Source: an optimization exercise on an open RTL-to-GDS flow (aim: small area). Production flows keep margins and buffers that such runs may drop. RTL that was checked went through simulation tests only; none was proved equivalent to the original. The flow treats the clock pin as an ideal source. Dropping or thinning the clock tree relies on that and would not hold on a real chip. No activity file was given, so power comes from the tool's default toggle rates.

==> module i2s, before the edit <==
module i2s(
    input               rst_i,
    input               mck_i,
    input               lrck_i,
    input               bck_i,
    input               data_i,
    output              mck_o,
    output              lrck_o,
    output              data_o,
    output reg          sdo,
    output reg          sync
);
assign  mck_o = mck_i;
assign  lrck_o = lrck_i;
assign  data_o = data_i;
reg     lr1;
reg     d0;
always @(negedge bck_i) begin
    lr1 <= rst_i & lrck_i;
    d0 <= data_i;
end
reg         lr2;
reg [6:0]   dl;
reg [31:0]  sh;
reg [4:0]   cnt;     
reg [1:0]   m;       
wire start = lr1 ^ lr2;
wire [3:0] cy = {cy[2:0] & cnt[2:0], 1'b1};
wire pu = &m;
wire dbit = pu | (~|m & sh[31]);
wire [2:0] k = cnt[2:0];
wire cbit = pu ? (k == 3'd5 || k == 3'd6) : (k == 3'd4 || (k == 3'd7 && !lr1));
always @(posedge bck_i) begin
    lr2 <= lr1;
    dl <= {dl[5:0], d0};
    if (cnt[4])
        sh <= {sh[30:0], dl[6] ^ ~|cnt[3:0]};
    if (!rst_i || start)
        cnt <= 5'd8;
    else
        cnt <= cnt ^ {cy[3:0] & cnt[3:0], 1'b1} & {5{cnt[4] | cnt[3]}};
    if (!rst_i)
        m <= 2'd3;
    else if (start && m != 2'd0)
        m <= {m[1] & m[0], ~m[0]};
    if (rst_i) begin
        if (start)
            sync <= 1'b0;
        else begin
            sync <= ~(cnt[4] | cnt[3]);
            sdo <= cnt[4] ? dbit : (cnt[3] & cbit);
        end
    end
end
endmodule
clock: 10.0 ns
lec_check: 0
cap_margin: 20
core_margin: 2
core_utilization: 40
slew_margin: 20
standard.sh (not shown) runs the stock make flow with config.mk's settings and CLKGATE_MAP_FILE= SYNTH_SCRIPT=/design/flow/synth_recipe.tcl, a recipe that flattens the netlist after the stock synthesis.
==> flow/flow/run.sh <==
#!/bin/bash
# Standard layout, with small port buffers and a lighter clock tree.
set -euo pipefail
export BUFFER_PORTS_ARGS="-buffer_cell sky130_fd_sc_hd__buf_1"
export CTS_ARGS="-sink_clustering_enable -repair_clock_nets -dont_use_dummy_load"
bash standard.sh > standard.log 2>&1
Rerun with:
==> flow/design.v (replaced) <==
module i2s(
    input               rst_i,
    input               mck_i,
    input               lrck_i,
    input               bck_i,
    input               data_i,
    output              mck_o,
    output              lrck_o,
    output              data_o,
    output reg          sdo,
    output reg          sync
);
assign  mck_o = mck_i;
assign  lrck_o = lrck_i;
assign  data_o = data_i;
reg     lr1;
reg     d0;
always @(negedge bck_i) begin
    lr1 <= rst_i & lrck_i;
    d0 <= data_i;
end
reg         lr2;
reg [6:0]   dl;
reg [31:0]  sh;
reg [1:0]   ph;      
reg [2:0]   k;       
reg [1:0]   m;       
wire start = lr1 ^ lr2;
wire load = !rst_i || start;
wire k7 = &k;
wire dbit = m[0] & (m[1] | sh[31]);
wire pu = m[1] & m[0];
wire cbit = k[2] & (pu ? (k[1] ^ k[0]) : (~k[1] & ~k[0]) | (k[1] & k[0] & ~lr1));
always @(posedge bck_i) begin
    lr2 <= lr1;
    dl <= {dl[5:0], d0};
    if (ph[1])
        sh <= {sh[30:0], dl[6] ^ (~ph[0] & ~|k)};
    if (load) begin
        k <= 3'd0;
        ph <= 2'b01;
    end
    else begin
        k <= {k[2] ^ (k[1] & k[0]), k[1] ^ k[0], ~k[0]};
        ph <= {ph[1] ^ (k7 & ph[0]), ph[0] ^ (k7 & (ph[1] | ph[0]))};
    end
    if (!rst_i)
        m <= 2'b11;
    else if (start)
        m <= {m[1] & m[0], ~m[1]};
    if (rst_i) begin
        sync <= ~(start | ph[1] | ph[0]);
        sdo <= ph[1] ? dbit : (ph[0] & cbit);
    end
end
endmodule
=>
- The new run finished clean
- worst setup slack degrades by 92 ps
- critical path depth stays the same
- synthesized area falls by about 2.3%
- via count came out lower by about 4.4%
- power goes down by 1.6%
- sequential power is about the same
- routed wire length shrinks by 7.3%
- design area came out lower by 1.8%
- die area is lower by about 2.1%
- non-clock buffer count stays the same
- register-to-register slack gains 50 ps
- hold slack hardly moves
No functional check of the RTL was part of any run of this note.

* * *

Another version of the RTL of i2s (not shown whole).
Size in the first run: about 84 cells after synthesis, roughly 50 flip-flops, about 10 I/O pins.
==> module i2s, before the edit <==
module i2s(
    input               rst_i,
    input               mck_i,
    input               lrck_i,
    input               bck_i,
    input               data_i,
    output              mck_o,
    output              lrck_o,
    output              data_o,
    output reg          sdo,
    output reg          sync
);
assign  mck_o = mck_i;
assign  lrck_o = lrck_i;
assign  data_o = data_i;
reg     lr1;
reg     d0;
always @(negedge bck_i) begin
    lr1 <= rst_i & lrck_i;
    d0 <= data_i;
end
localparam [1:0] CMD = 2'd3, D1 = 2'd1, D2 = 2'd0, IDLE = 2'd2;
localparam [7:0] FB = 8'b01001011;
reg         lr2;
reg [6:0]   dl;
reg [31:0]  sh;
reg [1:0]   ph;
reg [2:0]   k;       
reg         f;
wire start = lr1 ^ lr2;
wire load = !rst_i || start;
wire trans = k == 3'd7;     
wire data = ph == D1 || ph == D2;
wire pu = f & ~lr1;
wire dbit = f ? ~lr1 : sh[31];
wire cbit = pu ? (k == 3'd1 || k == 3'd3)
               : (k == 3'd0 || (trans && !lr1));
always @(posedge bck_i) begin
    lr2 <= lr1;
    dl <= {dl[5] ^ (ph == CMD && trans), dl[4:0], d0};   
    if (data)
        sh <= {sh[30:16], sh[15] & ~f, sh[14:0], dl[6]};
    if (load) begin
        k <= 3'd6;
        ph <= CMD;
    end
    else begin
        k <= {k[1:0], FB[k]};
        if (trans)
            case (ph)
                CMD: ph <= D1;
                D1: ph <= D2;
                D2: ph <= IDLE;
                default: ph <= IDLE;
            endcase
    end
    if (!rst_i)
        f <= 1'b1;
    else if (start && !lr1)
        f <= 1'b0;
    if (rst_i) begin
        sync <= !start && ph == IDLE;
        sdo <= data ? dbit : (ph == CMD && cbit);
    end
end
endmodule
==> flow/config.mk <==
export PLATFORM = sky130hd
export DESIGN_NAME = i2s
export DESIGN_NICKNAME = i2s
export VERILOG_FILES = /design/flow/design.v
export SDC_FILE = /design/flow/constraint.sdc
export NUM_CORES = 4
export LEC_CHECK = 0
export CAP_MARGIN = 20
export CORE_MARGIN = 2
export CORE_UTILIZATION = 40
export SLEW_MARGIN = 20
==> flow/constraint.sdc <==
create_clock -name core_clock -period 10.0 [get_ports {bck_i}]
set_input_delay 2.0000 -clock core_clock [delete_from_list [all_inputs] [get_ports {bck_i}]]
set_output_delay 2.0000 -clock core_clock [all_outputs]
set_load 0.01 [all_outputs]
==> flow/flow/run.sh <==
#!/bin/bash
# The standard layout (standard.sh), with these changes:
#  - ports are buffered with buf_1 instead of the default clkdlybuf4s50_1;
#  - the clock tree is a flat one (flow/flat_cts.tcl): the clock port drives
#    4 sky130_fd_sc_hd__clkbuf_4 cells, each driving a cluster of nearby clock sinks;
#  - power recovery (downsizing off the critical paths) after global routing,
#    followed by another design repair (flow/post_grt.tcl).
# make's output goes to standard.log, each step's log to orfs/logs/.
set -euo pipefail
export BUFFER_PORTS_ARGS="-buffer_cell sky130_fd_sc_hd__buf_1"
export PRE_CTS_TCL="$PWD/flow/flat_cts.tcl"
export POST_GLOBAL_ROUTE_TCL="$PWD/flow/post_grt.tcl"
export FLAT_CTS_N=4
export FLAT_CTS_CELL=sky130_fd_sc_hd__clkbuf_4
export FLAT_CTS_NET=bck_i
export FLAT_CTS_KEEP_INVERTERS=0
export RECOVER_POWER=0
bash standard.sh > standard.log 2>&1
Other scripts of this flow, unchanged in this note and not shown: flow/flow/flat_cts.tcl, flow/flow/post_grt.tcl
Next try:
--- a/flow/design.v
+++ b/flow/design.v
@@ -17,11 +17,11 @@
 reg     d0;
 always @(negedge bck_i) begin
     lr1 <= rst_i & lrck_i;
     d0 <= data_i;
 end
-localparam [1:0] CMD = 2'd3, D1 = 2'd1, D2 = 2'd0, IDLE = 2'd2;
+localparam [1:0] CMD = 2'd0, D1 = 2'd2, D2 = 2'd3, IDLE = 2'd1;
 localparam [7:0] FB = 8'b01001011;
 reg         lr2;
 reg [6:0]   dl;
 reg [31:0]  sh;
 reg [1:0]   ph;
@@ -35,13 +35,13 @@
 wire dbit = f ? ~lr1 : sh[31];
 wire cbit = pu ? (k == 3'd1 || k == 3'd3)
                : (k == 3'd0 || (trans && !lr1));
 always @(posedge bck_i) begin
     lr2 <= lr1;
-    dl <= {dl[5] ^ (ph == CMD && trans), dl[4:0], d0};   
+    dl <= {dl[5:0], d0};
     if (data)
-        sh <= {sh[30:16], sh[15] & ~f, sh[14:0], dl[6]};
+        sh <= {sh[30:16], sh[15] & ~f, sh[14:0], dl[6] ^ (ph == D1 && k == 3'd6)};
     if (load) begin
         k <= 3'd6;
         ph <= CMD;
     end
     else begin
Result:
- wire length falls slightly
- hold slack improved by 0.0051 ns
- via count went up by a few percent
- synthesized cell count is unchanged
- die area is unchanged
- total power is lower slightly
- sequential share of layout area came out higher by 1.2 points
- final cell count goes down slightly
- core utilization went down by 0.64 points
- sequential power stays flat
- clock skew shrinks by 0.027 ns
- global-route usage fell by 0.21 points
- worst setup slack loses 0.0036 ns
The RTL of the first run of this note was laid out without a check of its function. No run of this note takes its clock network from TritonCTS; it comes from the design's own scripts or RTL.

* * *

oak:
Another version of the RTL of i2s (not shown whole).
For scale: about 82 cells after synthesis, about 50 flip-flops, about 10 I/O pins, ~0.0015 mm^2 of cells after synthesis.
==> module i2s, before the edit <==
module i2s(
    input               rst_i,
    input               mck_i,
    input               lrck_i,
    input               bck_i,
    input               data_i,
    output              mck_o,
    output              lrck_o,
    output              data_o,
    output reg          sdo,
    output reg          sync
);
assign  mck_o = mck_i;
assign  lrck_o = lrck_i;
assign  data_o = data_i;
reg     lr1;
reg     d0;
always @(negedge bck_i) begin
    lr1 <= rst_i & lrck_i;
    d0 <= data_i;
end
localparam [1:0] CMD = 2'd2, D1 = 2'd0, D2 = 2'd1, IDLE = 2'd3;
localparam [7:0] FB = 8'b00101101;
reg         lr2;
reg [6:0]   dl;
reg [31:0]  sh;
reg [1:0]   ph;
reg [2:0]   k;       
reg         f;
wire start = lr1 ^ lr2;
wire load = !rst_i || start;
wire trans = k == 3'd0;     
wire data = ph == D1 || ph == D2;
wire pu = f & ~lr1;
wire dbit = f ? ~lr1 : sh[31];
wire cbit = pu ? (k == 3'd6 || k == 3'd4)
               : (k == 3'd7 || (trans && !lr1));
always @(posedge bck_i) begin
    lr2 <= lr1;
    dl <= {dl[5:0], d0};
    if (data)
        sh <= {sh[30:16], sh[15] & ~f, sh[14:0], dl[6] ^ (ph == D1 && k == 3'd1)};
    if (load) begin
        k <= 3'd1;
        ph <= CMD;
    end
    else begin
        k <= {k[1:0], FB[k]};
        if (trans)
            case (ph)
                CMD: ph <= D1;
                D1: ph <= D2;
                D2: ph <= IDLE;
                default: ph <= IDLE;
            endcase
    end
    if (!rst_i)
        f <= 1'b1;
    else if (start && !lr1)
        f <= 1'b0;
    if (rst_i) begin
        sync <= !start && ph == IDLE;
        sdo <= data ? dbit : (ph == CMD && cbit);
    end
end
endmodule
==> flow/config.mk <==
export PLATFORM = sky130hd
export DESIGN_NAME = i2s
export DESIGN_NICKNAME = i2s
export VERILOG_FILES = /design/flow/design.v
export SDC_FILE = /design/flow/constraint.sdc
export NUM_CORES = 4
export LEC_CHECK = 0
export CAP_MARGIN = 20
export CORE_MARGIN = 2
export CORE_UTILIZATION = 40
export SLEW_MARGIN = 20
==> flow/constraint.sdc <==
create_clock -name core_clock -period 10.0 [get_ports {bck_i}]
set_input_delay 2.0000 -clock core_clock [delete_from_list [all_inputs] [get_ports {bck_i}]]
set_output_delay 2.0000 -clock core_clock [all_outputs]
set_load 0.01 [all_outputs]
Scripts as last shown in full above: flow/flow/run.sh
Other scripts of this flow, unchanged in this note and not shown: flow/flow/flat_cts.tcl, flow/flow/post_grt.tcl
Here is what was changed in the inputs of pine compared with oak.
diff --git a/flow/design.v b/flow/design.v
--- a/flow/design.v
+++ b/flow/design.v
@@ -16,35 +16,35 @@
 reg     lr1;
 reg     d0;
 always @(negedge bck_i) begin
     lr1 <= rst_i & lrck_i;
     d0 <= data_i;
 end
-localparam [1:0] CMD = 2'd2, D1 = 2'd0, D2 = 2'd1, IDLE = 2'd3;
+localparam [1:0] CMD = 2'd0, D1 = 2'd2, D2 = 2'd3, IDLE = 2'd1;
 localparam [7:0] FB = 8'b00101101;
 reg         lr2;
 reg [6:0]   dl;
 reg [31:0]  sh;
 reg [1:0]   ph;
 reg [2:0]   k;       
 reg         f;
 wire start = lr1 ^ lr2;
 wire load = !rst_i || start;
-wire trans = k == 3'd0;     
+wire trans = k == 3'd1;     
 wire data = ph == D1 || ph == D2;
 wire pu = f & ~lr1;
 wire dbit = f ? ~lr1 : sh[31];
-wire cbit = pu ? (k == 3'd6 || k == 3'd4)
-               : (k == 3'd7 || (trans && !lr1));
+wire cbit = pu ? (k == 3'd4 || k == 3'd0)
+               : (k == 3'd6 || (trans && !lr1));
 always @(posedge bck_i) begin
     lr2 <= lr1;
-    dl <= {dl[5:0], d0};
+    dl <= {dl[5:3], dl[2] ^ (ph == CMD && k == 3'd6), dl[1:0], d0};   
     if (data)
-        sh <= {sh[30:16], sh[15] & ~f, sh[14:0], dl[6] ^ (ph == D1 && k == 3'd1)};
+        sh <= {sh[30:16], sh[15] & ~f, sh[14:0], dl[6]};
     if (load) begin
-        k <= 3'd1;
+        k <= 3'd2;
         ph <= CMD;
     end
     else begin
         k <= {k[1:0], FB[k]};
         if (trans)
             case (ph)
### Flow results
- Number of design rule violations left after detail routing essentially unchanged between oak and pine.
- Changes observed in pine relative to oak: synthesized area per cell fell 2.5%, synthesized-area fraction occupied by ao, oa, aoi and oai cells fell 0.40 points, worst setup slack after layout rose 0.055 ns, total of cells resized after clock tree synthesis about even.
- Looking at pine and oak, the final design area excluding fillers is a wash.
- Across both runs, delay contributed by the slowest stage of the critical path was lower for pine than for oak.
- pine against oak: netlist area before placement closely matched the old numbers, power lost 8.3 uW, fraction of standard cell area in multi-input logic decreased by 0.62 points relative to the old numbers, worst hold slack about even.
- When pine is set beside oak, its post-placement cell count turns out to be 2 larger.
- On die area, pine tracks oak almost exactly.
- The fraction of the core area covered by cells at the end of the flow on oak is in line with that on pine.
No run of this note included a check of the RTL's function; only the layout flow was run. No run of this note takes its clock network from TritonCTS; it comes from the design's own scripts or RTL.

* * *

Another version of the RTL of i2s (not shown whole).
For scale: roughly 85 cells after synthesis, about 50 flip-flops, ~10 I/O pins.
==> module i2s, before the edit <==
module i2s(
    input               rst_i,
    input               mck_i,
    input               lrck_i,
    input               bck_i,
    input               data_i,
    output              mck_o,
    output              lrck_o,
    output              data_o,
    output reg          sdo,
    output reg          sync
);
assign  mck_o = mck_i;
assign  lrck_o = lrck_i;
assign  data_o = data_i;
reg     lr1;
reg     d0;
always @(negedge bck_i) begin
    lr1 <= rst_i & lrck_i;
    d0 <= data_i;
end
reg         lr2;
reg [6:0]   dl;
reg [31:0]  sh;
reg [1:0]   ph;      
reg [2:0]   k;       
reg         f;
wire start = lr1 ^ lr2;
wire load = !rst_i || start;
wire k7 = &k;
wire pu = f & ~lr1;
wire dbit = f ? ~lr1 : sh[31];
wire cbit = k[2] & (pu ? (k[1] ^ k[0]) : (~k[1] & ~k[0]) | (k[1] & k[0] & ~lr1));
always @(posedge bck_i) begin
    lr2 <= lr1;
    dl <= {dl[5:0], d0};
    if (ph[1])
        sh <= {sh[30:16], sh[15] & ~f, sh[14:0], dl[6] ^ (~ph[0] & ~|k)};
    if (load) begin
        k <= 3'd0;
        ph <= 2'b01;
    end
    else begin
        k <= {k[2] ^ (k[1] & k[0]), k[1] ^ k[0], ~k[0]};
        ph <= {ph[1] ^ (k7 & ph[0]), ph[0] ^ (k7 & (ph[1] | ph[0]))};
    end
    if (!rst_i)
        f <= 1'b1;
    else if (start && !lr1)
        f <= 1'b0;
    if (rst_i) begin
        sync <= ~(start | ph[1] | ph[0]);
        sdo <= ph[1] ? dbit : (ph[0] & cbit);
    end
end
endmodule
export LEC_CHECK = 0
export CAP_MARGIN = 20
export CORE_MARGIN = 2
export CORE_UTILIZATION = 40
export SLEW_MARGIN = 20
create_clock -name core_clock -period 10.0 [get_ports {bck_i}]
==> flow/flow/run.sh <==
#!/bin/bash
# The standard layout (standard.sh), with three changes:
#  - ports are buffered with buf_1 instead of the default clkdlybuf4s50_1;
#  - the clock tree is a flat one (flow/flat_cts.tcl): the clock port drives
#    4 sky130_fd_sc_hd__clkbuf_4 cells, each driving a cluster of nearby clock sinks;
#  - power recovery (downsizing off the critical paths) after global routing.
# make's output goes to standard.log, each step's log to orfs/logs/.
set -euo pipefail
export BUFFER_PORTS_ARGS="-buffer_cell sky130_fd_sc_hd__buf_1"
export PRE_CTS_TCL="$PWD/flow/flat_cts.tcl"
export FLAT_CTS_N=4
export FLAT_CTS_CELL=sky130_fd_sc_hd__clkbuf_4
export FLAT_CTS_NET=bck_i
export RECOVER_POWER=100
bash standard.sh > standard.log 2>&1
Other scripts of this flow, unchanged in this note and not shown: flow/flow/flat_cts.tcl
The baseline ran to the end with violations: capacitance limit, slew limit.
Next try:
--- a/flow/design.v
+++ b/flow/design.v
@@ -21,36 +21,36 @@
 end
 reg         lr2;
 reg [6:0]   dl;
 reg [31:0]  sh;
 reg [1:0]   ph;      
 reg [2:0]   k;       
-reg         f;
+reg [1:0]   m;       
 wire start = lr1 ^ lr2;
 wire load = !rst_i || start;
 wire k7 = &k;
-wire pu = f & ~lr1;
-wire dbit = f ? ~lr1 : sh[31];
+wire dbit = m[0] & (m[1] | sh[31]);
+wire pu = m[1] & m[0];
 wire cbit = k[2] & (pu ? (k[1] ^ k[0]) : (~k[1] & ~k[0]) | (k[1] & k[0] & ~lr1));
 always @(posedge bck_i) begin
     lr2 <= lr1;
     dl <= {dl[5:0], d0};
     if (ph[1])
-        sh <= {sh[30:16], sh[15] & ~f, sh[14:0], dl[6] ^ (~ph[0] & ~|k)};
+        sh <= {sh[30:0], dl[6] ^ (~ph[0] & ~|k)};
     if (load) begin
         k <= 3'd0;
         ph <= 2'b01;
     end
     else begin
         k <= {k[2] ^ (k[1] & k[0]), k[1] ^ k[0], ~k[0]};
         ph <= {ph[1] ^ (k7 & ph[0]), ph[0] ^ (k7 & (ph[1] | ph[0]))};
     end
     if (!rst_i)
-        f <= 1'b1;
-    else if (start && !lr1)
-        f <= 1'b0;
+        m <= 2'b11;
+    else if (start)
+        m <= {m[1] & m[0], ~m[1]};
     if (rst_i) begin
         sync <= ~(start | ph[1] | ph[0]);
         sdo <= ph[1] ? dbit : (ph[0] & cbit);
     end
 end
 endmodule
The changed run went through all stages and came out clean.
Routed wire length went down by a few percent.
Via count went up by a few percent.
Global-route usage went down by 0.23 points.
Power went up slightly.
Final area barely changes.
Die area went up slightly.
Synthesized area went up slightly.
Clock skew is about the same.
Setup slack gets worse by 26 ps.
Function was not checked in any run of this note: the RTL went through the layout flow alone. In every run of this note, the design's own scripts or RTL, not TritonCTS, make the clock network.
